Source: an optimization exercise on an open RTL-to-GDS flow (aim: small area). Production flows keep margins and buffers that such runs may drop. Function was checked by simulation only, so behaviour that the tests miss may differ from the original. Power figures rest on the tool's default switching activity, not on a simulated workload.

## v2
// algo_top
module  algo_top(
        input                   sclk                    ,
        input                   s_rst_n                 ,
        input                   vsync_i                 ,
        input                   hsync_i                 ,
        input   [15 : 0]        data_i                  ,
        input   [1 : 0]         sel                     ,
        input                   data_en                 ,
        output  reg             vsync_o                 ,
        output  reg             hsync_o                 ,
        output  wire [15 : 0]   rgb565                  ,
        output  wire    [15 : 0]   valid_num            ,
        output  wire    [31 : 0]   x_coor               ,
        output  wire    [31 : 0]   y_coor               ,
        output  wire            coor_valid_flag
);
For scale: ~6500 cells after synthesis, ~2700 flip-flops, ~120 I/O pins.
clock: 10.0 ns
lec_check: 0
cap_margin: 20
core_margin: 2
core_utilization: 70
place_density: 0.8
slew_margin: 20
standard.sh (not shown) runs the stock make flow with config.mk's settings and CLKGATE_MAP_FILE= SYNTH_SCRIPT=/design/flow/synth_recipe.tcl, a recipe that flattens the netlist after the stock synthesis.
==> flow/flow/run.sh <==
#!/bin/bash
# Own flow: the standard layout (standard.sh, unchanged synthesis,
# floorplan, power grid, placement and routing) with two settings passed
# to ORFS through its own variables:
#  - port buffers made of the smallest buffer cell (every input and
#    output port still gets its own buffer).
# Each tool's full output is in the ORFS logs under orfs/logs/; make's own
# output goes to standard.log in this folder.
set -euo pipefail
export CTS_ARGS="-sink_clustering_enable -repair_clock_nets -dont_use_dummy_load -sink_clustering_size 20 -sink_clustering_max_diameter 50 -buf_list sky130_fd_sc_hd__clkbuf_8"
export BUFFER_PORTS_ARGS="-buffer_cell sky130_fd_sc_hd__buf_1"
bash standard.sh > standard.log 2>&1
The following lists how v12 was set up differently from v2:
Settings: clearing PLACE_DENSITY, which used to be 0.8; putting CTS_CLUSTER_SIZE at 20 where nothing was set; putting CTS_CLUSTER_DIAMETER at 60 where nothing was set; putting CTS_BUF_LIST at sky130_fd_sc_hd__clkbuf_8 where nothing was set.
-- flow/flow/run.sh --
<<< v2, line 9
set -euo pipefail
export CTS_ARGS="-sink_clustering_enable -repair_clock_nets -dont_use_dummy_load -sink_clustering_size 20 -sink_clustering_max_diameter 50 -buf_list sky130_fd_sc_hd__clkbuf_8"
export BUFFER_PORTS_ARGS="-buffer_cell sky130_fd_sc_hd__buf_1"
>>> v12, line 9
set -euo pipefail
export CTS_ARGS="-sink_clustering_enable -repair_clock_nets -dont_use_dummy_load -sink_clustering_size 30 -sink_clustering_max_diameter 45 -buf_list sky130_fd_sc_hd__clkbuf_8 -sink_clustering_buffer sky130_fd_sc_hd__clkbuf_16"
export BUFFER_PORTS_ARGS="-buffer_cell sky130_fd_sc_hd__buf_1"
[summary]
v12 -> v2: layout inverter count without the clock tree delta 0, exact match
v12 has via count of the first global-routing pass below what v2 had.
The lower fraction of area in multi-input gates came out of v12.
### v12 -> v45
Settings: a deleted CTS_CLUSTER_DIAMETER that had been 60; a deleted CTS_BUF_LIST that had been sky130_fd_sc_hd__clkbuf_8; an added PLACE_DENSITY of 0.9; a change of CORE_UTILIZATION from 70 to 75; a change of CAP_MARGIN from 20 to 0; a change of SLEW_MARGIN from 20 to 0; a deleted CTS_CLUSTER_SIZE that had been 20.
==> flow/flow/run.sh <==
#!/bin/bash
# Own flow: the standard layout (standard.sh, unchanged synthesis,
# floorplan, power grid, placement and routing) with two settings passed
# to ORFS through its own variables:
set -euo pipefail
export CTS_ARGS="-sink_clustering_enable -repair_clock_nets -dont_use_dummy_load -sink_clustering_size 20 -sink_clustering_max_diameter 50 -buf_list sky130_fd_sc_hd__clkbuf_8"
export BUFFER_PORTS_ARGS="-buffer_cell sky130_fd_sc_hd__buf_1"
bash standard.sh > standard.log 2>&1
### Flow results
- A kind of critical path of flop to output pin is what v12 shows, while flop to flop belongs to v45.
- Compared with v12, v45 shows a global-route usage that is 3.1 points higher.
- On global-route wire length before repair: v45 sits above v12.
- v45 does worse than v12 on final critical-path required period.
- Taking v12 as the reference point, the total iterations of the first detailed-routing run of v45 rises by 2.
- v45 supports a lower top clock frequency than v12.
- Where wire length is concerned, v12 is better than v45.
- In the metrics for v12 and v45, the one carrying the lower source-to-sink clock delay at the later pin of the worst-skew pair is v45.
- Core utilization, v12 and v45, lower one = v12.
- Final cycle utilization of the critical path in v45 vs v12: up 8.9 points
### v45 -> v17
Settings: CAP_MARGIN changed from 0 to 20; CTS_CLUSTER_SIZE newly set to 20; SLEW_MARGIN changed from 0 to 20; CTS_CLUSTER_DIAMETER newly set to 60; CTS_BUF_LIST newly set to sky130_fd_sc_hd__clkbuf_8; CORE_UTILIZATION changed from 75 to 70; PLACE_DENSITY removed (was 0.9).
==> flow/flow/run.sh <==
#!/bin/bash
# Own flow: the standard layout (standard.sh, unchanged synthesis,
# floorplan, power grid, placement and routing) with two settings passed
# to ORFS through its own variables:
#  - port buffers made of the smallest buffer cell (every input and
#    output port still gets its own buffer).
# Each tool's full output is in the ORFS logs under orfs/logs/; make's own
# output goes to standard.log in this folder.
set -euo pipefail
export CTS_ARGS="-sink_clustering_enable -repair_clock_nets -dont_use_dummy_load -sink_clustering_size 18 -sink_clustering_max_diameter 60 -buf_list sky130_fd_sc_hd__clkbuf_8"
export BUFFER_PORTS_ARGS="-buffer_cell sky130_fd_sc_hd__buf_1"
bash standard.sh > standard.log 2>&1
==> run notes <==
v17 was carried through to the last stage, and its layout satisfied the timing, design-rule and antenna checks.
Worst hold slack after final layout improves in v17 relative to v45.
Data-path buffer share of cell area in the final layout: v17 vs v45, no meaningful difference
Critical path startpoint: ed[4] -> v45, Cor_alg_inst.flag -> v17
v17 against v45: logic depth of the worst register-to-register path went up 6; total via count in the routed design went down 1075; final net count held.
In v17 relative to v45, number of non-clock buffers had gone down by a few percent.
Delta (v17 minus v45): average routed wire per standard cell went down; maximum cell stage delay along the critical path went down.
The total non-filler cell area in the finished layout was comparable across v17 and v45.
Comparing v17 with v45, the multi-input gate area in the final layout came out essentially unchanged.
The final reports for v17 and v45 show power lower in the former.

==> separate check: timing with driven ports <==
In the flow no input, the clock included, has a driving cell. The finished layouts below were timed again as built, in two steps. Step 1 (the two cells are an assumption about what drives the block):
set clk [get_ports {sclk}]
set_driving_cell -lib_cell sky130_fd_sc_hd__clkbuf_16 $clk
set_driving_cell -lib_cell sky130_fd_sc_hd__buf_2 [delete_from_list [all_inputs] $clk]
Step 2 also shifts input and output timing later by t, the mid clock arrival at the registers, as if the neighbouring blocks saw the same clock. a / b / c = ideal / step 1 / step 2; a / b = the first two.
run | t, ns | slack for setup (ns) | hold WS [ns] | pins driven straight from the clock port
v2 | 0.897 | 5.843 / 5.843 / 5.843 | 0.312 / 0.312 / 0.312 | 1
v12 | 0.962 | 6.488 / 6.423 / 6.507 | 0.335 / 0.335 / 0.335 | 1
v45 | 0.908 | 5.593 / 5.593 / 5.593 | 0.314 / 0.314 / 0.314 | 1
v17 | 0.907 | 6.494 / 6.451 / 6.494 | 0.332 / 0.332 / 0.332 | 1
After both steps every run listed still meets setup and hold.
